This is an optimization exercise on Yosys and OpenROAD, whose aim is small area and a short achievable clock period, not a production implementation. At most, simulation tests tie the RTL to the original design; equivalence was not proved. The RTL of run 2 was laid out without a check of its function. No activity file was given, so power comes from the tool's default toggle rates.

## flow/design.v (module list and top-level ports; edited modules follow where they fit)
// module fp_multiplier: 1574 lines
// module fa3: 4 lines
// module ha2: 4 lines
module fp_multiplier(input [31:0] a, input [31:0] b, output [31:0] out, input clk,
	input rst, input in_valid, output out_valid);
  // ...
==> flow/run.sh <==
#!/bin/bash
# synth_recipe.tcl (not shown) runs the flow's synth.tcl, then flattens the netlist and writes it again
# the make line also repeats each setting of config.mk as NAME=value (left out here)
make -C /OpenROAD-flow-scripts/flow DESIGN_CONFIG=/design/flow/config.mk WORK_HOME=/design/flow/orfs CLKGATE_MAP_FILE= SYNTH_SCRIPT=/design/flow/synth_recipe.tcl finish
==> flow/config.mk <==
export PLATFORM = sky130hd
export DESIGN_NAME = fp_multiplier
export DESIGN_NICKNAME = fp_multiplier
export VERILOG_FILES = /design/flow/design.v
export SDC_FILE = /design/flow/constraint.sdc
export NUM_CORES = 4
export LEC_CHECK = 0
export CAP_MARGIN = 20
export CORE_MARGIN = 2
export CORE_UTILIZATION = 40
export CTS_BUF_LIST = sky130_fd_sc_hd__clkbuf_8
export CTS_CLUSTER_DIAMETER = 100
export CTS_CLUSTER_SIZE = 16
export SETUP_SLACK_MARGIN = 0.075
export SLEW_MARGIN = 20
export SYNTH_HIERARCHICAL = 1
==> flow/constraint.sdc <==
create_clock -name core_clock -period 2.5 [get_ports {clk}]
set_input_delay 0.5000 -clock core_clock [delete_from_list [all_inputs] [get_ports {clk}]]
set_output_delay 0.5000 -clock core_clock [all_outputs]
set_load 0.01 [all_outputs]
==> summary.txt, run 1 <==
most common cell in the netlist - dfxtp_1
final instance area - 24800 µm²
Synth Area in Adders - 23.4%
Hold Slack - 0.177 ns
mux contribution to synthesized area - 1.69%
Filler cells - 4896
fraction of the mapped netlist area in compound gates - 20.4%
Worst Hold Class - in -> reg
diodes inserted - 0
Switching Share - 38.5%
clock sinks - 363
r2r startpoint - n581_r1
height of the chip - 236 µm
CP startpoint - n581_r1
Register Area - 7290 µm²
worst vdd ir - 0.529 mV
net switching power figure - 0.0100 W
fraction of area in registers - 29.4%
Die Width - 236 µm
status - complete, no violations
Clock Tree Buf Depth - 3
most area-consuming cells after synthesis - dfxtp_1 34%, fa_1 15%, xnor2_1 9.8%
hold_buf cts - 0
busiest layer in global routing - met2
# DRC - 0
fin crit share - 96.4%
largest class - multi-input gates
FFs & Latches - 363
final cell count without fillers - 2732
wire per inst - 21.4 µm
Root Driver - clkbuf_8
maxcap violations - 0
top layer in use - met4
TAP cells - 688
XOR/XNOR share of the synthesized area - 10.9%
Total Die Area - 55500 µm²
Final Setup Violations - 0
combinational family with the most area after synthesis - adder cells
vias per inst - 5.77
antenna viol nets, final - 0
Critical Path RT - 3.08 ns
power per cell area - 1050 nW/µm²
Worst Path Class, Setup - reg -> reg
==> run 2, diff against run 1 <==
--- a/flow/design.v
+++ b/flow/design.v
@@ -9,12 +9,13 @@
 	wire sg_s0 = (a[31] ^ b[31]) & ~fz & ~fn;
 	wire [7:0] e_s0 = ea + eb + 8'd129;         
-	reg a1_r1, a0_r1, n255_r1, n260_r1, b2_r1, n259_r1, a2_r1, n225_r1, n261_r1, a3_r1, n226_r1, a4_r1, n227_r1, a5_r1, n228_r1, a6_r1, n229_r1, a7_r1, n230_r1, a8_r1, n231_r1, a9_r1, n232_r1, a10_r1, n233_r1, a11_r1, n234_r1, a12_r1, n235_r1, a13_r1, n236_r1, a14_r1, n237_r1, a15_r1, n238_r1, a16_r1, n239_r1, a17_r1, n240_r1, a18_r1, n241_r1, a19_r1, n242_r1, a20_r1, n243_r1, a21_r1, n244_r1, a22_r1, n245_r1, n246_r1, n247_r1, n223_r1, n301_r1, n306_r1, n292_r1, n305_r1, n307_r1, n347_r1, n352_r1, n338_r1, n351_r1, n353_r1, n393_r1, n398_r1, n384_r1, n397_r1, n399_r1, n439_r1, n444_r1, n430_r1, n443_r1, n445_r1, n485_r1, n490_r1, n476_r1, n489_r1, n491_r1, n531_r1, n536_r1, n522_r1, n535_r1, n537_r1, n576_r1, n581_r1, n567_r1, n580_r1, n582_r1, n625_r2, n627_r2, n631_r2, n637_r2, n642_r2, n643_r2, n650_r2, n654_r2, n649_r2, n656_r2, n651_r2, n662_r2, n657_r2, n664_r2, n672_r2, n665_r2, n674_r2, n682_r2, n675_r2, n684_r2, n692_r2, n685_r2, n694_r2, n704_r2, n695_r2, n706_r2, n703_r2, n714_r2, n705_r2, n716_r2, n707_r2, n715_r2, n726_r2, n717_r2, n728_r2, n727_r2, n740_r2, n729_r2, n742_r2, n741_r2, n754_r2, n743_r2, n756_r2, n764_r2, n753_r2, n755_r2, n766_r2, n768_r2, n757_r2, n767_r2, n769_r2, n782_r2, n784_r2, n798_r2, n785_r2, n800_r2, n799_r2, n812_r2, n801_r2, n814_r2, n288_r1, n811_r2, n826_r2, n813_r2, n828_r2, n815_r2, n821_r1, n827_r2, n842_r2, n829_r2, n844_r2, n837_r1, n591_r1, n858_r2, n843_r2, n845_r2, n860_r2, n853_r1, n874_r2, n861_r2, n876_r2, n873_r2, n886_r2, n875_r2, n888_r2, n877_r2, n887_r2, n900_r2, n889_r2, n902_r2, n897_r1, n914_r2, n903_r2, n916_r2, n926_r2, n917_r2, n928_r2, n938_r2, n929_r2, n940_r2, n948_r2, n939_r2, n950_r2, n941_r2, n958_r2, n951_r2, n960_r2, n968_r2, n961_r2, n970_r2, n967_r1, n971_r2, n980_r2, n981_r2, n988_r2, n989_r2, n996_r2, n995_r2, n1002_r2, n997_r2, n623_r2, n626_r2, n630_r2, n636_r2, n735_r3, n748_r3, n749_r3, n762_r3, n983_r3, n990_r3, n1005_r3, n1010_r2, n1010_r3, n1011_r2, n1011_r3, n1016_r2, n1016_r3, n1017_r2, n1020_r2, n1021_r2, n1024_r2, n1037_r2, n1124_r2, n1036_r2, n1039_r2, n1038_r2, n1141_r3, n1139_r3, n1140_r3, n1142_r3, n1143_r3, n1073_r3, n1070_r3, n1072_r3, n1071_r3, n1077_r3, n1074_r3, n1076_r3, n1075_r3, n1081_r3, n1079_r3, n1085_r3, n1082_r3, n1084_r3, n1083_r3, n1089_r3, n1087_r3, n1093_r3, n1090_r3, n1092_r3, n1091_r3, n1097_r3, n1095_r3, n1101_r3, n1099_r3, n1102_r3, n1103_r3, n1109_r3, n1107_r3, n1117_r3, n1115_r3, n1153_r3, n1157_r3, n1161_r3, n1163_r3, n1167_r3, n1171_r3, n1078_r3, n1086_r3, n1094_r3, n1098_r3, n1106_r3, n1114_r3, n1119_r2, n1119_r3, n1281_r4, n1235_r4, n1233_r4, n1237_r4, n1239_r4, n1241_r4, n1243_r4, n1245_r4, n1247_r4, n1249_r4, n1251_r4, n1253_r4, n1255_r4, n1257_r4, n1259_r4, n1261_r4, n1263_r4, n1265_r4, n1267_r4, n1269_r4, n1271_r4, n1273_r4, n1275_r4, n1277_r4, n1279_r4, e_s01_r1, e_s01_r2, e_s01_r3, e_s00_r1, e_s00_r2, e_s00_r3, e_s03_r1, e_s03_r2, e_s03_r3, e_s02_r1, e_s02_r2, e_s02_r3, e_s05_r1, e_s05_r2, e_s05_r3, e_s04_r1, e_s04_r2, e_s04_r3, e_s06_r1, e_s06_r2, e_s06_r3, e_s07_r1, e_s07_r2, e_s07_r3, cl_s01_r1, cl_s01_r2, cl_s01_r3, cl_s00_r1, cl_s00_r2, cl_s00_r3, n1343_r4, n1327_r4, n1345_r4, n1329_r4, n1347_r4, n1331_r4, n1349_r4, n1333_r4, n1351_r4, n1335_r4, n1353_r4, n1337_r4, n1355_r4, n1339_r4, n1357_r4, n1341_r4, cl_s01_r4, cl_s00_r4, sg_s0_r1, sg_s0_r2, sg_s0_r3, sg_s0_r4;
+	reg n255_r1, a0_r1, n260_r1, b2_r1, a1_r1, n259_r1, n76_r1, a2_r1, n225_r1, n261_r1, a3_r1, n226_r1, a4_r1, n227_r1, a5_r1, n228_r1, a6_r1, n229_r1, a7_r1, n230_r1, a8_r1, n231_r1, a9_r1, n232_r1, a10_r1, n233_r1, a11_r1, n234_r1, a12_r1, n235_r1, a13_r1, n236_r1, a14_r1, n237_r1, a15_r1, n238_r1, a16_r1, n239_r1, a17_r1, n240_r1, a18_r1, n241_r1, a19_r1, n242_r1, a20_r1, n243_r1, a21_r1, n244_r1, a22_r1, n245_r1, n246_r1, n247_r1, n223_r1, n301_r1, n306_r1, n292_r1, n305_r1, n307_r1, n347_r1, n352_r1, n338_r1, n351_r1, n353_r1, n393_r1, n398_r1, n384_r1, n397_r1, n399_r1, n439_r1, n444_r1, n430_r1, n443_r1, n445_r1, n485_r1, n490_r1, n476_r1, n489_r1, n491_r1, n531_r1, n536_r1, n522_r1, n535_r1, n537_r1, n576_r1, n581_r1, n567_r1, n580_r1, n582_r1, n654_r2, n649_r2, n656_r2, n651_r2, n662_r2, n657_r2, n664_r2, n672_r2, n665_r2, n674_r2, n682_r2, n675_r2, n684_r2, n692_r2, n685_r2, n694_r2, n704_r2, n695_r2, n706_r2, n703_r2, n714_r2, n705_r2, n716_r2, n707_r2, n715_r2, n726_r2, n717_r2, n728_r2, n727_r2, n740_r2, n729_r2, n742_r2, n741_r2, n754_r2, n743_r2, n756_r2, n764_r2, n753_r2, n755_r2, n766_r2, n768_r2, n757_r2, n767_r2, n769_r2, n782_r2, n784_r2, n785_r2, n798_r2, n800_r2, n799_r2, n812_r2, n801_r2, n814_r2, n820_r1, n811_r2, n826_r2, n813_r2, n828_r2, n815_r2, n821_r1, n827_r2, n842_r2, n829_r2, n844_r2, n837_r1, n591_r1, n858_r2, n843_r2, n845_r2, n860_r2, n874_r2, n861_r2, n876_r2, n873_r2, n886_r2, n875_r2, n888_r2, n877_r2, n887_r2, n900_r2, n889_r2, n902_r2, n914_r2, n903_r2, n916_r2, n926_r2, n917_r2, n928_r2, n938_r2, n929_r2, n940_r2, n948_r2, n939_r2, n950_r2, n941_r2, n958_r2, n951_r2, n960_r2, n968_r2, n961_r2, n970_r2, n971_r2, n980_r2, n981_r2, n988_r2, n989_r2, n996_r2, n995_r2, n1002_r2, n997_r2, n620_r2, n622_r2, n636_r2, n638_r2, n639_r2, n644_r2, n645_r2, n652_r2, n653_r2, n1010_r2, n1017_r2, n1020_r2, n1021_r2, n1024_r2, n1125_r2, n1041_r2, n1040_r2, n1043_r2, n1042_r2, n1143_r3, n1144_r3, n1142_r3, n1146_r3, n1145_r3, n1073_r3, n1070_r3, n1072_r3, n1071_r3, n1077_r3, n1075_r3, n1081_r3, n1079_r3, n1085_r3, n1083_r3, n1089_r3, n1087_r3, n1093_r3, n1091_r3, n1097_r3, n1095_r3, n1101_r3, n1099_r3, n1105_r3, n1103_r3, n1109_r3, n1107_r3, n1113_r2, n1112_r2, n1113_r3, n1111_r3, n1117_r3, n1115_r3, n1151_r3, n1153_r3, n1155_r3, n1157_r3, n1159_r3, n1161_r3, n1163_r3, n1165_r3, n1167_r3, n1169_r3, n1171_r3, n1074_r3, n1078_r3, n1082_r3, n1086_r3, n1090_r3, n1094_r3, n1098_r3, n1102_r3, n1106_r3, n1110_r3, n1114_r3, n1119_r2, n1119_r3, n1281_r4, n1237_r4, n1235_r4, n1239_r4, n1241_r4, n1243_r4, n1245_r4, n1247_r4, n1249_r4, n1251_r4, n1253_r4, n1255_r4, n1257_r4, n1259_r4, n1261_r4, n1263_r4, n1265_r4, n1267_r4, n1269_r4, n1271_r4, n1273_r4, n1275_r4, n1277_r4, n1279_r4, e_s01_r1, e_s01_r2, e_s01_r3, e_s00_r1, e_s00_r2, e_s00_r3, e_s03_r1, e_s03_r2, e_s03_r3, e_s02_r1, e_s02_r2, e_s02_r3, e_s05_r1, e_s05_r2, e_s05_r3, e_s04_r1, e_s04_r2, e_s04_r3, e_s06_r1, e_s06_r2, e_s06_r3, e_s07_r1, e_s07_r2, e_s07_r3, cl_s01_r1, cl_s01_r2, cl_s01_r3, cl_s00_r1, cl_s00_r2, cl_s00_r3, cl_s01_r4, cl_s00_r4, n1282_r4, n1358_r4, n1359_r4, n1360_r4, n1361_r4, n1362_r4, n1363_r4, n1364_r4, n1365_r4, sg_s0_r1, sg_s0_r2, sg_s0_r3, sg_s0_r4;
 	always @(posedge clk) begin
-		a1_r1 <= a[1];
-		a0_r1 <= a[0];
 		n255_r1 <= n255;
+		a0_r1 <= a[0];
 		n260_r1 <= n260;
 		b2_r1 <= b[2];
+		a1_r1 <= a[1];
 		n259_r1 <= n259;
+		n76_r1 <= n76;
 		a2_r1 <= a[2];
 		n225_r1 <= n225;
@@ -98,11 +99,4 @@
 		n580_r1 <= n580;
 		n582_r1 <= n582;
-		n625_r2 <= n625;
-		n627_r2 <= n627;
-		n631_r2 <= n631;
-		n637_r2 <= n637;
-		n642_r2 <= n642;
-		n643_r2 <= n643;
-		n650_r2 <= n650;
 		n654_r2 <= n654;
 		n649_r2 <= n649;
@@ -151,6 +145,6 @@
 		n782_r2 <= n782;
 		n784_r2 <= n784;
-		n798_r2 <= n798;
 		n785_r2 <= n785;
+		n798_r2 <= n798;
 		n800_r2 <= n800;
 		n799_r2 <= n799;
@@ -158,5 +152,5 @@
 		n801_r2 <= n801;
 		n814_r2 <= n814;
-		n288_r1 <= n288;
+		n820_r1 <= n820;
 		n811_r2 <= n811;
 		n826_r2 <= n826;
@@ -175,5 +169,4 @@
 		n845_r2 <= n845;
 		n860_r2 <= n860;
-		n853_r1 <= n853;
 		n874_r2 <= n874;
 		n861_r2 <= n861;
@@ -188,5 +181,4 @@
 		n889_r2 <= n889;
 		n902_r2 <= n902;
-		n897_r1 <= n897;
 		n914_r2 <= n914;
 		n903_r2 <= n903;
@@ -208,5 +200,4 @@
 		n961_r2 <= n961;
 		n970_r2 <= n970;
-		n967_r1 <= n967;
 		n971_r2 <= n971;
 		n980_r2 <= n980;
@@ -218,35 +209,28 @@
 		n1002_r2 <= n1002;
 		n997_r2 <= n997;
-		n623_r2 <= n623;
-		n626_r2 <= n626;
-		n630_r2 <= n630;
+		n620_r2 <= n620;
+		n622_r2 <= n622;
 		n636_r2 <= n636;
-		n735_r3 <= n735;
-		n748_r3 <= n748;
-		n749_r3 <= n749;
-		n762_r3 <= n762;
-		n983_r3 <= n983;
-		n990_r3 <= n990;
-		n1005_r3 <= n1005;
+		n638_r2 <= n638;
+		n639_r2 <= n639;
+		n644_r2 <= n644;
+		n645_r2 <= n645;
+		n652_r2 <= n652;
+		n653_r2 <= n653;
 		n1010_r2 <= n1010;
-		n1010_r3 <= n1010_r2;
-		n1011_r2 <= n1011;
-		n1011_r3 <= n1011_r2;
-		n1016_r2 <= n1016;
-		n1016_r3 <= n1016_r2;
 		n1017_r2 <= n1017;
 		n1020_r2 <= n1020;
 		n1021_r2 <= n1021;
 		n1024_r2 <= n1024;
-		n1037_r2 <= n1037;
-		n1124_r2 <= n1124;
-		n1036_r2 <= n1036;
-		n1039_r2 <= n1039;
-		n1038_r2 <= n1038;
-		n1141_r3 <= n1141;
-		n1139_r3 <= n1139;
-		n1140_r3 <= n1140;
-		n1142_r3 <= n1142;
+		n1125_r2 <= n1125;
+		n1041_r2 <= n1041;
+		n1040_r2 <= n1040;
+		n1043_r2 <= n1043;
+		n1042_r2 <= n1042;
 		n1143_r3 <= n1143;
+		n1144_r3 <= n1144;
+		n1142_r3 <= n1142;
+		n1146_r3 <= n1146;
+		n1145_r3 <= n1145;
 		n1073_r3 <= n1073;
 		n1070_r3 <= n1070;
@@ -254,18 +238,12 @@
 		n1071_r3 <= n1071;
 		n1077_r3 <= n1077;
-		n1074_r3 <= n1074;
-		n1076_r3 <= n1076;
 		n1075_r3 <= n1075;
 		n1081_r3 <= n1081;
 		n1079_r3 <= n1079;
 		n1085_r3 <= n1085;
-		n1082_r3 <= n1082;
-		n1084_r3 <= n1084;
 		n1083_r3 <= n1083;
 		n1089_r3 <= n1089;
 		n1087_r3 <= n1087;
 		n1093_r3 <= n1093;
-		n1090_r3 <= n1090;
-		n1092_r3 <= n1092;
 		n1091_r3 <= n1091;
 		n1097_r3 <= n1097;
@@ -273,28 +251,41 @@
 		n1101_r3 <= n1101;
 		n1099_r3 <= n1099;
-		n1102_r3 <= n1102;
+		n1105_r3 <= n1105;
 		n1103_r3 <= n1103;
 		n1109_r3 <= n1109;
 		n1107_r3 <= n1107;
+		n1113_r2 <= n1113;
+		n1112_r2 <= n1112;
+		n1113_r3 <= n1113_r2;
+		n1111_r3 <= n1111;
 		n1117_r3 <= n1117;
 		n1115_r3 <= n1115;
+		n1151_r3 <= n1151;
 		n1153_r3 <= n1153;
+		n1155_r3 <= n1155;
 		n1157_r3 <= n1157;
+		n1159_r3 <= n1159;
 		n1161_r3 <= n1161;
 		n1163_r3 <= n1163;
+		n1165_r3 <= n1165;
 		n1167_r3 <= n1167;
+		n1169_r3 <= n1169;
 		n1171_r3 <= n1171;
+		n1074_r3 <= n1074;
 		n1078_r3 <= n1078;
+		n1082_r3 <= n1082;
 		n1086_r3 <= n1086;
+		n1090_r3 <= n1090;
 		n1094_r3 <= n1094;
 		n1098_r3 <= n1098;
+		n1102_r3 <= n1102;
 		n1106_r3 <= n1106;
+		n1110_r3 <= n1110;
 		n1114_r3 <= n1114;
 		n1119_r2 <= n1119;
 		n1119_r3 <= n1119_r2;
 		n1281_r4 <= n1281;
-		n1235_r4 <= n1235;
-		n1233_r4 <= n1233;
 		n1237_r4 <= n1237;
+		n1235_r4 <= n1235;
 		n1239_r4 <= n1239;
 		n1241_r4 <= n1241;
@@ -348,22 +339,15 @@
 		cl_s00_r2 <= cl_s00_r1;
 		cl_s00_r3 <= cl_s00_r2;
-		n1343_r4 <= n1343;
-		n1327_r4 <= n1327;
-		n1345_r4 <= n1345;
-		n1329_r4 <= n1329;
-		n1347_r4 <= n1347;
-		n1331_r4 <= n1331;
-		n1349_r4 <= n1349;
-		n1333_r4 <= n1333;
-		n1351_r4 <= n1351;
-		n1335_r4 <= n1335;
-		n1353_r4 <= n1353;
-		n1337_r4 <= n1337;
-		n1355_r4 <= n1355;
-		n1339_r4 <= n1339;
-		n1357_r4 <= n1357;
-		n1341_r4 <= n1341;
 		cl_s01_r4 <= cl_s01_r3;
 		cl_s00_r4 <= cl_s00_r3;
+		n1282_r4 <= n1282;
+		n1358_r4 <= n1358;
+		n1359_r4 <= n1359;
+		n1360_r4 <= n1360;
+		n1361_r4 <= n1361;
+		n1362_r4 <= n1362;
+		n1363_r4 <= n1363;
+		n1364_r4 <= n1364;
+		n1365_r4 <= n1365;
 		sg_s0_r1 <= sg_s0;
 		sg_s0_r2 <= sg_s0_r1;
@@ -455,5 +439,5 @@
 	wire n1026_nc;    
 	assign n75 = a[1] & a[0];
-	assign n76 = a1_r1 ^ a0_r1;
+	assign n76 = a[1] ^ a[0];
 	assign n77 = a[2] & a[1];
 	assign n78 = a[2] ^ a[1];
@@ -618,5 +602,5 @@
 	assign n261 = n248 & n251;
 	assign n262 = ((n255_r1 & a0_r1) | (n260_r1 & a0_r1)) ^ b2_r1;
-	assign n263 = ((n255_r1 & a1_r1) | (n259_r1 & a0_r1) | (n260_r1 & n76)) ^ b2_r1;
+	assign n263 = ((n255_r1 & a1_r1) | (n259_r1 & a0_r1) | (n260_r1 & n76_r1)) ^ b2_r1;
 	assign n264 = ((n255_r1 & a2_r1) | (n259_r1 & a1_r1) | (n260_r1 & n225_r1) | (n261_r1 & a0_r1)) ^ b2_r1;
 	assign n265 = ((n255_r1 & a3_r1) | (n259_r1 & a2_r1) | (n260_r1 & n226_r1) | (n261_r1 & a1_r1)) ^ b2_r1;
@@ -664,5 +648,5 @@
 	assign n307 = n293 & n297;
 	assign n308 = ((n301_r1 & a0_r1) | (n306_r1 & a0_r1)) ^ n292_r1;
-	assign n309 = ((n301_r1 & a1_r1) | (n305_r1 & a0_r1) | (n306_r1 & n76)) ^ n292_r1;
+	assign n309 = ((n301_r1 & a1_r1) | (n305_r1 & a0_r1) | (n306_r1 & n76_r1)) ^ n292_r1;
 	assign n310 = ((n301_r1 & a2_r1) | (n305_r1 & a1_r1) | (n306_r1 & n225_r1) | (n307_r1 & a0_r1)) ^ n292_r1;
 	assign n311 = ((n301_r1 & a3_r1) | (n305_r1 & a2_r1) | (n306_r1 & n226_r1) | (n307_r1 & a1_r1)) ^ n292_r1;
@@ -710,5 +694,5 @@
 	assign n353 = n339 & n343;
 	assign n354 = ((n347_r1 & a0_r1) | (n352_r1 & a0_r1)) ^ n338_r1;
-	assign n355 = ((n347_r1 & a1_r1) | (n351_r1 & a0_r1) | (n352_r1 & n76)) ^ n338_r1;
+	assign n355 = ((n347_r1 & a1_r1) | (n351_r1 & a0_r1) | (n352_r1 & n76_r1)) ^ n338_r1;
 	assign n356 = ((n347_r1 & a2_r1) | (n351_r1 & a1_r1) | (n352_r1 & n225_r1) | (n353_r1 & a0_r1)) ^ n338_r1;
 	assign n357 = ((n347_r1 & a3_r1) | (n351_r1 & a2_r1) | (n352_r1 & n226_r1) | (n353_r1 & a1_r1)) ^ n338_r1;
@@ -756,5 +740,5 @@
 	assign n399 = n385 & n389;
 	assign n400 = ((n393_r1 & a0_r1) | (n398_r1 & a0_r1)) ^ n384_r1;
-	assign n401 = ((n393_r1 & a1_r1) | (n397_r1 & a0_r1) | (n398_r1 & n76)) ^ n384_r1;
+	assign n401 = ((n393_r1 & a1_r1) | (n397_r1 & a0_r1) | (n398_r1 & n76_r1)) ^ n384_r1;
 	assign n402 = ((n393_r1 & a2_r1) | (n397_r1 & a1_r1) | (n398_r1 & n225_r1) | (n399_r1 & a0_r1)) ^ n384_r1;
 	assign n403 = ((n393_r1 & a3_r1) | (n397_r1 & a2_r1) | (n398_r1 & n226_r1) | (n399_r1 & a1_r1)) ^ n384_r1;
@@ -802,5 +786,5 @@
 	assign n445 = n431 & n435;
 	assign n446 = ((n439_r1 & a0_r1) | (n444_r1 & a0_r1)) ^ n430_r1;
-	assign n447 = ((n439_r1 & a1_r1) | (n443_r1 & a0_r1) | (n444_r1 & n76)) ^ n430_r1;
+	assign n447 = ((n439_r1 & a1_r1) | (n443_r1 & a0_r1) | (n444_r1 & n76_r1)) ^ n430_r1;
 	assign n448 = ((n439_r1 & a2_r1) | (n443_r1 & a1_r1) | (n444_r1 & n225_r1) | (n445_r1 & a0_r1)) ^ n430_r1;
 	assign n449 = ((n439_r1 & a3_r1) | (n443_r1 & a2_r1) | (n444_r1 & n226_r1) | (n445_r1 & a1_r1)) ^ n430_r1;
@@ -848,5 +832,5 @@
 	assign n491 = n477 & n481;
 	assign n492 = ((n485_r1 & a0_r1) | (n490_r1 & a0_r1)) ^ n476_r1;
-	assign n493 = ((n485_r1 & a1_r1) | (n489_r1 & a0_r1) | (n490_r1 & n76)) ^ n476_r1;
+	assign n493 = ((n485_r1 & a1_r1) | (n489_r1 & a0_r1) | (n490_r1 & n76_r1)) ^ n476_r1;
 	assign n494 = ((n485_r1 & a2_r1) | (n489_r1 & a1_r1) | (n490_r1 & n225_r1) | (n491_r1 & a0_r1)) ^ n476_r1;
 	assign n495 = ((n485_r1 & a3_r1) | (n489_r1 & a2_r1) | (n490_r1 & n226_r1) | (n491_r1 & a1_r1)) ^ n476_r1;
@@ -894,5 +878,5 @@
 	assign n537 = n523 & n527;
 	assign n538 = ((n531_r1 & a0_r1) | (n536_r1 & a0_r1)) ^ n522_r1;
-	assign n539 = ((n531_r1 & a1_r1) | (n535_r1 & a0_r1) | (n536_r1 & n76)) ^ n522_r1;
+	assign n539 = ((n531_r1 & a1_r1) | (n535_r1 & a0_r1) | (n536_r1 & n76_r1)) ^ n522_r1;
 	assign n540 = ((n531_r1 & a2_r1) | (n535_r1 & a1_r1) | (n536_r1 & n225_r1) | (n537_r1 & a0_r1)) ^ n522_r1;
 	assign n541 = ((n531_r1 & a3_r1) | (n535_r1 & a2_r1) | (n536_r1 & n226_r1) | (n537_r1 & a1_r1)) ^ n522_r1;
@@ -939,5 +923,5 @@
 	assign n582 = n568 & n572;
 	assign n583 = ((n576_r1 & a0_r1) | (n581_r1 & a0_r1)) ^ n567_r1;
-	assign n584 = ((n576_r1 & a1_r1) | (n580_r1 & a0_r1) | (n581_r1 & n76)) ^ n567_r1;
+	assign n584 = ((n576_r1 & a1_r1) | (n580_r1 & a0_r1) | (n581_r1 & n76_r1)) ^ n567_r1;
 	assign n585 = ((n576_r1 & a2_r1) | (n580_r1 & a1_r1) | (n581_r1 & n225_r1) | (n582_r1 & a0_r1)) ^ n567_r1;
 	assign n586 = ((n576_r1 & a3_r1) | (n580_r1 & a2_r1) | (n581_r1 & n226_r1) | (n582_r1 & a1_r1)) ^ n567_r1;
@@ -975,15 +959,15 @@
 	fa3 u_n628 (n384_r1, n400, n357, n628, n629);
 	fa3 u_n630 (n314, n271, n628, n630, n631);
-	ha2 u_n632 (n625_r2, n627_r2, n632, n633);
+	ha2 u_n632 (n625, n627, n632, n633);
 	fa3 u_n634 (n358, n401, n315, n634, n635);
 	fa3 u_n636 (n272, n629, n634, n636, n637);
-	ha2 u_n638 (n631_r2, n633, n638, n639);
+	ha2 u_n638 (n631, n633, n638, n639);
 	fa3 u_n640 (n402, n316, n359, n640, n641);
 	fa3 u_n642 (n273, n635, n640, n642, n643);
-	ha2 u_n644 (n637_r2, n642_r2, n644, n645);
+	ha2 u_n644 (n637, n642, n644, n645);
 	fa3 u_n646 (n430_r1, n446, n403, n646, n647);
 	fa3 u_n648 (n360, n274, n317, n648, n649);
 	fa3 u_n650 (n646, n641, n648, n650, n651);
-	ha2 u_n652 (n643_r2, n650_r2, n652, n653);
+	ha2 u_n652 (n643, n650, n652, n653);
 	fa3 u_n654 (n404, n447, n361, n654, n655);
 	fa3 u_n656 (n275, n318, n647, n656, n657);
@@ -1060,5 +1044,5 @@
 	fa3 u_n798 (n779, n792, n781, n798, n799);
 	fa3 u_n800 (n794, n783, n796, n800, n801);
-	fa3 u_n802 (n798_r2, n785_r2, n787, n802, n803);
+	fa3 u_n802 (n785_r2, n798_r2, n787, n802, n803);
 	fa3 u_n804 (n800_r2, n789, n802, n804, n805);
 	fa3 u_n806 (b2_r1, a2_r1, n546, n806, n807);
@@ -1069,7 +1053,7 @@
 	fa3 u_n816 (n799_r2, n812_r2, n801_r2, n816, n817);
 	fa3 u_n818 (n814_r2, n803, n816, n818, n819);
-	assign n820 = ~(a3_r1 ^ n288_r1);
+	assign n820 = ~(a[3] ^ n288);
 	assign n821 = a[3] | n288;
-	fa3 u_n822 (n820, n589, n461, n822, n823);
+	fa3 u_n822 (n820_r1, n589, n461, n822, n823);
 	fa3 u_n824 (n504, n547, n332, n824, n825);
 	fa3 u_n826 (n375, n418, n807, n826, n827);
@@ -1088,5 +1072,5 @@
 	ha2 u_n850 (n833, n848, n850, n851);
 	assign n852 = ~(a5_r1 ^ n837_r1);
-	assign n853 = a[5] | n837;
+	assign n853 = a5_r1 | n837_r1;
 	fa3 u_n854 (n292_r1, n852, n591_r1, n854, n855);
 	fa3 u_n856 (n506, n549, n377, n856, n857);
@@ -1095,6 +1079,6 @@
 	fa3 u_n862 (n858_r2, n843_r2, n845_r2, n862, n863);
 	fa3 u_n864 (n860_r2, n847, n862, n864, n865);
-	ha2 u_n866 (n849, n864, n866, n867);
-	fa3 u_n868 (a6_r1, n853_r1, n334, n868, n869);
+	ha2 u_n866 (n864, n849, n866, n867);
+	fa3 u_n868 (a6_r1, n853, n334, n868, n869);
 	fa3 u_n870 (n868, n507, n550, n870, n871);
 	fa3 u_n872 (n592, n378, n421, n872, n873);
@@ -1112,5 +1096,5 @@
 	ha2 u_n894 (n879, n892, n894, n895);
 	assign n896 = ~(a8_r1 ^ n338_r1);
-	assign n897 = a[8] | n338;
+	assign n897 = a8_r1 | n338_r1;
 	fa3 u_n898 (n896, n883, n552, n898, n899);
 	fa3 u_n900 (n594, n423, n466, n900, n901);
@@ -1119,5 +1103,5 @@
 	fa3 u_n906 (n902_r2, n891, n904, n906, n907);
 	ha2 u_n908 (n893, n906, n908, n909);
-	fa3 u_n910 (a9_r1, n380, n897_r1, n910, n911);
+	fa3 u_n910 (a9_r1, n380, n897, n910, n911);
 	fa3 u_n912 (n910, n553, n595, n912, n913);
 	fa3 u_n914 (n424, n467, n510, n914, n915);
@@ -1151,10 +1135,10 @@
 	ha2 u_n964 (n953, n962, n964, n965);
 	assign n966 = ~(a14_r1 ^ n430_r1);
-	assign n967 = a[14] | n430;
+	assign n967 = a14_r1 | n430_r1;
 	fa3 u_n968 (n966, n957, n515, n968, n969);
 	fa3 u_n970 (n558, n600, n959, n970, n971);
 	fa3 u_n972 (n968_r2, n961_r2, n970_r2, n972, n973);
 	ha2 u_n974 (n963, n972, n974, n975);
-	fa3 u_n976 (a15_r1, n472, n967_r1, n976, n977);
+	fa3 u_n976 (a15_r1, n472, n967, n976, n977);
 	fa3 u_n978 (n976, n516, n559, n978, n979);
 	fa3 u_n980 (n601, n969, n978, n980, n981);
@@ -1196,18 +1180,18 @@
 	assign n1036 = n616 & n618;
 	assign n1037 = n616 ^ n618;
-	assign n1038 = n620 & n622;
-	assign n1039 = n620 ^ n622;
-	assign n1040 = n623_r2 & n626_r2;
-	assign n1041 = n623_r2 ^ n626_r2;
-	assign n1042 = n630_r2 & n632;
-	assign n1043 = n630_r2 ^ n632;
-	assign n1044 = n636_r2 & n638;
-	assign n1045 = n636_r2 ^ n638;
-	assign n1046 = n639 & n644;
-	assign n1047 = n639 ^ n644;
-	assign n1048 = n645 & n652;
-	assign n1049 = n645 ^ n652;
-	assign n1050 = n653 & n660;
-	assign n1051 = n653 ^ n660;
+	assign n1038 = n620_r2 & n622_r2;
+	assign n1039 = n620_r2 ^ n622_r2;
+	assign n1040 = n623 & n626;
+	assign n1041 = n623 ^ n626;
+	assign n1042 = n630 & n632;
+	assign n1043 = n630 ^ n632;
+	assign n1044 = n636_r2 & n638_r2;
+	assign n1045 = n636_r2 ^ n638_r2;
+	assign n1046 = n639_r2 & n644_r2;
+	assign n1047 = n639_r2 ^ n644_r2;
+	assign n1048 = n645_r2 & n652_r2;
+	assign n1049 = n645_r2 ^ n652_r2;
+	assign n1050 = n653_r2 & n660;
+	assign n1051 = n653_r2 ^ n660;
 	assign n1052 = n661 & n668;
 	assign n1053 = n661 ^ n668;
@@ -1224,8 +1208,8 @@
 	assign n1064 = n723 & n734;
 	assign n1065 = n723 ^ n734;
-	assign n1066 = n735_r3 & n748_r3;
-	assign n1067 = n735_r3 ^ n748_r3;
-	assign n1068 = n749_r3 & n762_r3;
-	assign n1069 = n749_r3 ^ n762_r3;
+	assign n1066 = n735 & n748;
+	assign n1067 = n735 ^ n748;
+	assign n1068 = n749 & n762;
+	assign n1069 = n749 ^ n762;
 	assign n1070 = n763 & n776;
 	assign n1071 = n763 ^ n776;
@@ -1262,14 +1246,14 @@
 	assign n1102 = n975 & n982;
 	assign n1103 = n975 ^ n982;
-	assign n1104 = n983_r3 & n990_r3;
-	assign n1105 = n983_r3 ^ n990_r3;
+	assign n1104 = n983 & n990;
+	assign n1105 = n983 ^ n990;
 	assign n1106 = n991 & n998;
 	assign n1107 = n991 ^ n998;
 	assign n1108 = n999 & n1004;
 	assign n1109 = n999 ^ n1004;
-	assign n1110 = n1005_r3 & n1010_r3;
-	assign n1111 = n1005_r3 ^ n1010_r3;
-	assign n1112 = n1011_r3 & n1016_r3;
-	assign n1113 = n1011_r3 ^ n1016_r3;
+	assign n1110 = n1005 & n1010_r2;
+	assign n1111 = n1005 ^ n1010_r2;
+	assign n1112 = n1011 & n1016;
+	assign n1113 = n1011 ^ n1016;
 	assign n1114 = n1017_r2 & n1020_r2;
 	assign n1115 = n1017_r2 ^ n1020_r2;
@@ -1282,8 +1266,8 @@
 	assign n1123 = (n1033 & n1122) | n1032;
 	assign n1124 = (n1035 & n1123) | n1034;
-	assign n1125 = (n1037_r2 & n1124_r2) | n1036_r2;
-	assign n1126 = (n1039_r2 & n1125) | n1038_r2;
-	assign n1127 = (n1041 & n1126) | n1040;
-	assign n1128 = (n1043 & n1127) | n1042;
+	assign n1125 = (n1037 & n1124) | n1036;
+	assign n1126 = (n1039 & n1125_r2) | n1038;
+	assign n1127 = (n1041_r2 & n1126) | n1040_r2;
+	assign n1128 = (n1043_r2 & n1127) | n1042_r2;
 	assign n1129 = (n1047 & n1044) | n1046;
 	assign n1130 = n1047 & n1045;
@@ -1294,27 +1278,27 @@
 	assign n1135 = n1055 & n1053;
 	assign n1136 = (n1133 & n1131) | n1132;
-	assign n1137 = (n1057 & n1134) | n1056;
-	assign n1138 = n1057 & n1135;
-	assign n1139 = (n1138 & n1136) | n1137;
-	assign n1140 = (n1061 & n1058) | n1060;
-	assign n1141 = n1061 & n1059;
+	assign n1137 = (n1059 & n1056) | n1058;
+	assign n1138 = n1059 & n1057;
+	assign n1139 = (n1135 & n1136) | n1134;
+	assign n1140 = (n1061 & n1137) | n1060;
+	assign n1141 = n1061 & n1138;
 	assign n1142 = (n1065 & n1062) | n1064;
 	assign n1143 = n1065 & n1063;
-	assign n1144 = (n1141_r3 & n1139_r3) | n1140_r3;
-	assign n1145 = (n1067 & n1142_r3) | n1066;
-	assign n1146 = n1067 & n1143_r3;
-	assign n1147 = (n1146 & n1144) | n1145;
-	assign n1148 = (n1069 & n1147) | n1068;
+	assign n1144 = (n1141 & n1139) | n1140;
+	assign n1145 = (n1069 & n1066) | n1068;
+	assign n1146 = n1069 & n1067;
+	assign n1147 = (n1143_r3 & n1144_r3) | n1142_r3;
+	assign n1148 = (n1146_r3 & n1147) | n1145_r3;
 	assign n1149 = (n1073_r3 & n1070_r3) | n1072_r3;
 	assign n1150 = n1073_r3 & n1071_r3;
-	assign n1151 = (n1077_r3 & n1074_r3) | n1076_r3;
+	assign n1151 = (n1077 & n1074) | n1076;
 	assign n1152 = n1077_r3 & n1075_r3;
 	assign n1153 = (n1081 & n1078) | n1080;
 	assign n1154 = n1081_r3 & n1079_r3;
-	assign n1155 = (n1085_r3 & n1082_r3) | n1084_r3;
+	assign n1155 = (n1085 & n1082) | n1084;
 	assign n1156 = n1085_r3 & n1083_r3;
 	assign n1157 = (n1089 & n1086) | n1088;
 	assign n1158 = n1089_r3 & n1087_r3;
-	assign n1159 = (n1093_r3 & n1090_r3) | n1092_r3;
+	assign n1159 = (n1093 & n1090) | n1092;
 	assign n1160 = n1093_r3 & n1091_r3;
 	assign n1161 = (n1097 & n1094) | n1096;
@@ -1322,23 +1306,23 @@
 	assign n1163 = (n1101 & n1098) | n1100;
 	assign n1164 = n1101_r3 & n1099_r3;
-	assign n1165 = (n1105 & n1102_r3) | n1104;
-	assign n1166 = n1105 & n1103_r3;
+	assign n1165 = (n1105 & n1102) | n1104;
+	assign n1166 = n1105_r3 & n1103_r3;
 	assign n1167 = (n1109 & n1106) | n1108;
 	assign n1168 = n1109_r3 & n1107_r3;
-	assign n1169 = (n1113 & n1110) | n1112;
-	assign n1170 = n1113 & n1111;
+	assign n1169 = (n1113_r2 & n1110) | n1112_r2;
+	assign n1170 = n1113_r3 & n1111_r3;
 	assign n1171 = (n1117 & n1114) | n1116;
 	assign n1172 = n1117_r3 & n1115_r3;
-	assign n1173 = (n1152 & n1149) | n1151;
+	assign n1173 = (n1152 & n1149) | n1151_r3;
 	assign n1174 = n1152 & n1150;
-	assign n1175 = (n1156 & n1153_r3) | n1155;
+	assign n1175 = (n1156 & n1153_r3) | n1155_r3;
 	assign n1176 = n1156 & n1154;
-	assign n1177 = (n1160 & n1157_r3) | n1159;
+	assign n1177 = (n1160 & n1157_r3) | n1159_r3;
 	assign n1178 = n1160 & n1158;
 	assign n1179 = (n1164 & n1161_r3) | n1163_r3;
 	assign n1180 = n1164 & n1162;
-	assign n1181 = (n1168 & n1165) | n1167_r3;
+	assign n1181 = (n1168 & n1165_r3) | n1167_r3;
 	assign n1182 = n1168 & n1166;
-	assign n1183 = (n1172 & n1169) | n1171_r3;
+	assign n1183 = (n1172 & n1169_r3) | n1171_r3;
 	assign n1184 = n1172 & n1170;
 	assign n1185 = (n1176 & n1173) | n1175;
@@ -1362,7 +1346,7 @@
 	assign n1203 = (n1162 & n1195) | n1161_r3;
 	assign n1204 = n1162 & n1196;
-	assign n1205 = (n1166 & n1191) | n1165;
+	assign n1205 = (n1166 & n1191) | n1165_r3;
 	assign n1206 = n1166 & n1192;
-	assign n1207 = (n1170 & n1197) | n1169;
+	assign n1207 = (n1170 & n1197) | n1169_r3;
 	assign n1208 = n1170 & n1198;
 	assign n1209 = (n1075_r3 & n1149) | n1074_r3;
@@ -1384,6 +1368,6 @@
 	assign n1225 = (n1107_r3 & n1205) | n1106_r3;
 	assign n1226 = n1107_r3 & n1206;
-	assign n1227 = (n1111 & n1197) | n1110;
-	assign n1228 = n1111 & n1198;
+	assign n1227 = (n1111_r3 & n1197) | n1110_r3;
+	assign n1228 = n1111_r3 & n1198;
 	assign n1229 = (n1115_r3 & n1207) | n1114_r3;
 	assign n1230 = n1115_r3 & n1208;
@@ -1422,5 +1406,5 @@
 	assign n1265 = n1103_r3 ^ n1264;
 	assign n1266 = (n1224 & n1148) | n1223;
-	assign n1267 = n1105 ^ n1266;
+	assign n1267 = n1105_r3 ^ n1266;
 	assign n1268 = (n1206 & n1148) | n1205;
 	assign n1269 = n1107_r3 ^ n1268;
@@ -1428,7 +1412,7 @@
 	assign n1271 = n1109_r3 ^ n1270;
 	assign n1272 = (n1198 & n1148) | n1197;
-	assign n1273 = n1111 ^ n1272;
+	assign n1273 = n1111_r3 ^ n1272;
 	assign n1274 = (n1228 & n1148) | n1227;
-	assign n1275 = n1113 ^ n1274;
+	assign n1275 = n1113_r3 ^ n1274;
 	assign n1276 = (n1208 & n1148) | n1207;
 	assign n1277 = n1115_r3 ^ n1276;
@@ -1437,5 +1421,5 @@
 	assign n1280 = (n1194 & n1148) | n1193;
 	assign n1281 = n1119_r3 ^ n1280;
-	assign n1282 = n1281_r4 ? n1235_r4 : n1233_r4;
+	assign n1282 = n1281 ? n1235 : n1233;
 	assign n1283 = n1281_r4 ? n1237_r4 : n1235_r4;
 	assign n1284 = n1281_r4 ? n1239_r4 : n1237_r4;
@@ -1510,15 +1494,15 @@
 	assign n1356 = n1324 & n1325;
 	assign n1357 = n1356 | cl_s01_r3;
-	assign n1358 = n1281_r4 ? n1343_r4 : n1327_r4;
-	assign n1359 = n1281_r4 ? n1345_r4 : n1329_r4;
-	assign n1360 = n1281_r4 ? n1347_r4 : n1331_r4;
-	assign n1361 = n1281_r4 ? n1349_r4 : n1333_r4;
-	assign n1362 = n1281_r4 ? n1351_r4 : n1335_r4;
-	assign n1363 = n1281_r4 ? n1353_r4 : n1337_r4;
-	assign n1364 = n1281_r4 ? n1355_r4 : n1339_r4;
-	assign n1365 = n1281_r4 ? n1357_r4 : n1341_r4;
+	assign n1358 = n1281 ? n1343 : n1327;
+	assign n1359 = n1281 ? n1345 : n1329;
+	assign n1360 = n1281 ? n1347 : n1331;
+	assign n1361 = n1281 ? n1349 : n1333;
+	assign n1362 = n1281 ? n1351 : n1335;
+	assign n1363 = n1281 ? n1353 : n1337;
+	assign n1364 = n1281 ? n1355 : n1339;
+	assign n1365 = n1281 ? n1357 : n1341;
 	assign n1366 = ~(cl_s01_r4 | cl_s00_r4);
 	assign n1367 = cl_s01_r4 & cl_s00_r4;
-	assign n1368 = n1282 & n1366;
+	assign n1368 = n1282_r4 & n1366;
 	assign n1369 = n1368 | n1367;
 	assign n1370 = n1283 & n1366;
@@ -1571,5 +1555,5 @@
 		else valid <= {valid[2:0], in_valid};
 	assign out_valid = valid[3];
-	assign out = {sg_s0_r4, n1365, n1364, n1363, n1362, n1361, n1360, n1359, n1358, n1413, n1411, n1409, n1407, n1405, n1403, n1401, n1399, n1397, n1395, n1393, n1391, n1389, n1387, n1385, n1383, n1381, n1379, n1377, n1375, n1373, n1371, n1369};
+	assign out = {sg_s0_r4, n1365_r4, n1364_r4, n1363_r4, n1362_r4, n1361_r4, n1360_r4, n1359_r4, n1358_r4, n1413, n1411, n1409, n1407, n1405, n1403, n1401, n1399, n1397, n1395, n1393, n1391, n1389, n1387, n1385, n1383, n1381, n1379, n1377, n1375, n1373, n1371, n1369};
 endmodule
 module fa3(input a, input b, input c, output s, output co);
--- a/flow/config.mk
+++ b/flow/config.mk
@@ -12,5 +12,5 @@
 export CTS_CLUSTER_DIAMETER = 100
 export CTS_CLUSTER_SIZE = 16
-export SETUP_SLACK_MARGIN = 0.075
+export SETUP_SLACK_MARGIN = 0.1
 export SLEW_MARGIN = 20
 export SYNTH_HIERARCHICAL = 1
==> summary.txt, run 2 <==
Final nets - 2460 (was 2410)
Clock Tree Buf Depth - 3 (unchanged)
net switching power figure - 0.0103 W (was 0.0100 W)
vias per inst - 5.70 (was 5.77)
Hold Slack - 0.0876 ns (was 0.177 ns)
fraction of the mapped netlist area in compound gates - 20.9% (was 20.4%)
max frequency - 411 MHz (was 415 MHz)
CP endpoint kind - flop (unchanged)
Syn. warnings - 7 (unchanged)
XOR/XNOR share of the synthesized area - 10.7% (was 10.9%)
slew margin rel. - 58.7% (was 57.0%)
Area Growth Syn to Fin - 21.6% (was 15.5%)
wire per inst - 22.2 µm (was 21.4 µm)
Arrival @ worst endpoint - 3.01 ns (was 2.99 ns)
commonest non-fill, non-tap cell in the layout - dfxtp_1 (unchanged)
ys async rst share - 0% (unchanged)
clock sinks - 347 (was 363)
Clk network pwr share - 10.3% (was 11.8%)
worst slew pin tran - 0.618 ns (was 0.645 ns)
DR iter-0 viols - 1424 (was 1415)
Routability Congestion - 0.931 (was 0.924)
Final Setup Violations - 0 (unchanged)
Critical Path RT - 3.08 ns (about the same)
HPWL Detailed - 45.6 mm (was 41.4 mm)
Die Width - 234 µm (was 236 µm)
critical path peak fanout - 4 (was 26)
mux contribution to synthesized area - 1.35% (was 1.69%)
initial antenna violation count - 0 (unchanged)
min Tclk post-route - 2.43 ns (was 2.41 ns)
total CTS buffers - 25 (was 28)
Post-Synthesis Cells - 1950 (was 1977)
largest net degree at the start of global routing - 28 (unchanged)
Synth Area in Adders - 24.0% (was 23.4%)
Startpoint Class - input port (was flop)
total power - 0.0264 W (was 0.0260 W)
power share of the combinational group - 54.8% (was 51.6%)
combinational family with the most area after synthesis - adder cells (unchanged)
CTS clk-pin slew, worst paths - 0.10 ns (about the same)
Max Slew Vio Count - 0 (unchanged)
Mapped Avg Cell Area - 10.8 µm² (was 10.9 µm²)
DRT Pass-1 Iters - 5 (was 6)
Worst Path Class, Setup - in -> reg (was reg -> reg)
worst vdd ir - 0.454 mV (was 0.529 mV)
diodes inserted - 0 (unchanged)
power per cell area - 1030 nW/µm² (was 1050 nW/µm²)
Switching Share - 39.1% (was 38.5%)
Clock Latency Late Sink - 0.64 ns (was 0.68 ns)
CTS tree - built (unchanged)
Root Driver - clkbuf_8 (unchanged)
Synth top area share - 32.9% (was 33.9%)
Final Hold Fails - 0 (unchanged)
critical path's largest stage delay - 0.44 ns (was 0.63 ns)
Seq pwr share - 34.9% (was 36.6%)
total global routing overflow - 0 (unchanged)
Fin Setup TNS - 0 ns (unchanged)
P_int - 0.0161 W (was 0.0160 W)
via count - 15800 (about the same)
maxcap violations - 0 (unchanged)
Starting Density - 40.3% (was 40.7%)
antenna viol nets, final - 0 (unchanged)
status - complete, no violations (unchanged)
Total Die Area - 54600 µm² (was 55500 µm²)
max reg flops - 4 (unchanged)
total track usage - 22.5% (was 20.8%)
htree depth - 1 (unchanged)
Worst Hold Class - in -> reg (unchanged)
Synth Cell Area - 21100 µm² (was 21500 µm²)
most common cell in the netlist - dfxtp_1 (unchanged)
Synth area leader - dfxtp_1 (unchanged)
most frequent cells in the layout - 303 x dfxtp_1, 227 x xnor2_1, 169 x buf_4 (was 349 x dfxtp_1, 239 x xnor2_1, 166 x a22o_1)
clock skew - 0.0308 ns (was 0.0442 ns)
Simple-Gate Fraction of Synth Area - 4.21% (was 3.96%)
Filler cells - 4843 (was 4896)
crit path cell chain - buf_8 > ha_4 > a211o_1 > a221o_1 > a21o_1 > a21oi_2 > fa_1 > o21ai_1 > nand2_1 > inv_1 > o21ai_1 > a311o_1 > a21oi_2 (was buf_12 > a22o_1 > a221oi_1 > xnor2_1 > fa_1 > fa_2)
number of global-route vias before repair - 16300 (was 16100)
RSZ-0062 raised after global routing - true (unchanged)
most area-consuming cells after synthesis - dfxtp_1 33%, fa_1 16%, xnor2_1 9.8% (was dfxtp_1 34%, fa_1 15%, xnor2_1 9.8%)
register bit total from synthesis - 347 (was 363)
core footprint - 52300 µm² (was 52800 µm²)
height of the chip - 234 µm (was 236 µm)
Post-synth top cells - 347 x dfxtp_1, 235 x xnor2_1, 174 x a221oi_1, 169 x clkbuf_1, 166 x a22o_1 (was 363 x dfxtp_1, 240 x xnor2_1, 174 x a221oi_1, 166 x a22o_1, 164 x fa_1)
net count after synthesis - 2324 (was 2346)
Worst Path Buf+Inv - 2 (was 1)
WL final - 61.7 mm (was 58.6 mm)
fraction of layout cells with a size suffix above 1 - 22.4% (was 14.3%)
row count - 84 (unchanged)
Slowest cell on crit path - fa_1 (was fa_2)
Top FF cell, synth - dfxtp_1 (unchanged)
Register Area - 7030 µm² (was 7290 µm²)
# DRC - 0 (unchanged)
fin crit share - 97.2% (was 96.4%)
delay-heaviest family, CP - compound AO/OA/AOI/OAI gates (was adder cells)
Port Buffers - 99 (unchanged)
I/O Pins - 100 (unchanged)
Post-synth EDFFs - 0 (unchanged)
first-pass GRT wire length - 95.5 mm (was 91.8 mm)
largest reg by FF count - valid (unchanged)
Seq/Total Area, Yosys - 32.9% (was 33.9%)
multi-input logic area - 13800 µm² (was 13200 µm²)
P_leak - 10.4 nW (was 10.0 nW)
distinct cell type count after synthesis - 62 (was 61)
[run 2: timing repair]
item	in CTS	in global routing
setup buffers	13	11
hold buffers	0	2
hold endpoints to repair	0	2
gates resized for setup	106	174
endpoints found under the setup margin	90	90
pin swaps	34	86
gates cloned	1	2
[run 2: path summary, 6_finish.rpt]
path / startpoint / endpoint / slack (ns) / cells past startpoint
hold reg to reg: e_s05_r2 / e_s05_r3 / 0.33 / 0
setup reg to reg: a3_r1 / n652_r2 / 0.07 / 6
setup / recovery: a[2] / n591_r1 / 0.07 / 13
hold / removal: a[1] / a1_r1 / 0.09 / 2
[run 2: metrics by stage]
step / instances / util (%) / cell area (µm²) / setup slack, ns
2_1_floorplan: 1950 / - / 21400 / -0.334
3_3_place_gp: 2720 / 45.9 / 24000 / -1.07
3_5_place_dp: 2720 / 45.9 / 24000 / -1.09
4_1_cts: 2762 / 47.5 / 24800 / -0.104
5_1_grt: 2775 / 49.0 / 25700 / -0.0725
6_report: 2775 / 49.0 / 25700 / 0.0692
[run 2: worst register-to-register path, stage by stage (launching register included)]
cell      delay [ns]
dfxtp_2         0.39
buf_12          0.18
a221oi_2        0.29
xnor2_1         0.18
fa_1            0.48
fa_1            0.58
ha_1            0.23
[run 2: area by class of cell]
type / instances / area share [%]
multi-input cells: 1301 / 53.9
repair buffers: 328 / 12.6
clock buffers: 25 / 1.34
flip-flops and latches: 347 / 27.4
well taps: 688 / 3.35
inverters: 83 / 1.24
clock inverters: 3 / 0.175
[run 2: routing by layer]
layer | wire [µm] | GRT usage, %
met5 | 0 | 0
met2 | 27500 | 35.5
met3 | 4660 | 3.52
met4 | 2250 | 8.41
met1 | 27300 | 31.1
[run 2: power groups by stage]
stage               Combinational (W)  Clock (W)  Sequential [W]
floorplan                     0.00987          0         0.00875
global placement               0.0139          0         0.00924
detailed placement             0.0141          0         0.00932
CTS                            0.0143    0.00289         0.00920
global route                   0.0167    0.00306         0.00944
finish                         0.0145    0.00273         0.00920
[run 2: logic make-up after synthesis]
group / count (synthesis)
AOI/OAI and AO/OA: 549
xor gates and xnor gates: 257
and+or+nand+nor: 160
DFF: 347
muxes: 28
buffers and inverters: 302
adders and majority gates: 307
[run 2: Yosys stat by module (local to each module, per instance)]
module,flops+latches,copies in the design
fp_multiplier,347,1
fa3,0,159
ha2,0,36

-- what the ideal ports hide --
In the flow no input, the clock included, has a driving cell. The finished layouts below were timed again as built, in two steps. Step 1 sets driving cells, clkbuf_16 on the clock port and buf_2 on the other inputs (assumed; they add their load-dependent delay and slew). Step 2 moves the port delays by t, midway between the first and last clock arrival at a register: inputs arrive t later, outputs are due t later. That takes back most of the time a late clock gives input paths. a / b / c = ideal ports / drivers / drivers and shift; a / b = the first two.
run	t, ns	setup WS [ns]	worst setup path at the end	worst register clock-pin slew, ns
run 1	0.710	0.090 / 0.090 / -0.466	input to register	0.11 / 0.11
run 2	0.675	0.069 / 0.073 / -0.592	input to register	0.11 / 0.11
With both steps, setup timing fails in run 1 and run 2, where it was met with ideal ports. For run 2, which loses most, drivers alone change the setup slack by +0.004 ns; drivers and shift together by -0.661 ns.
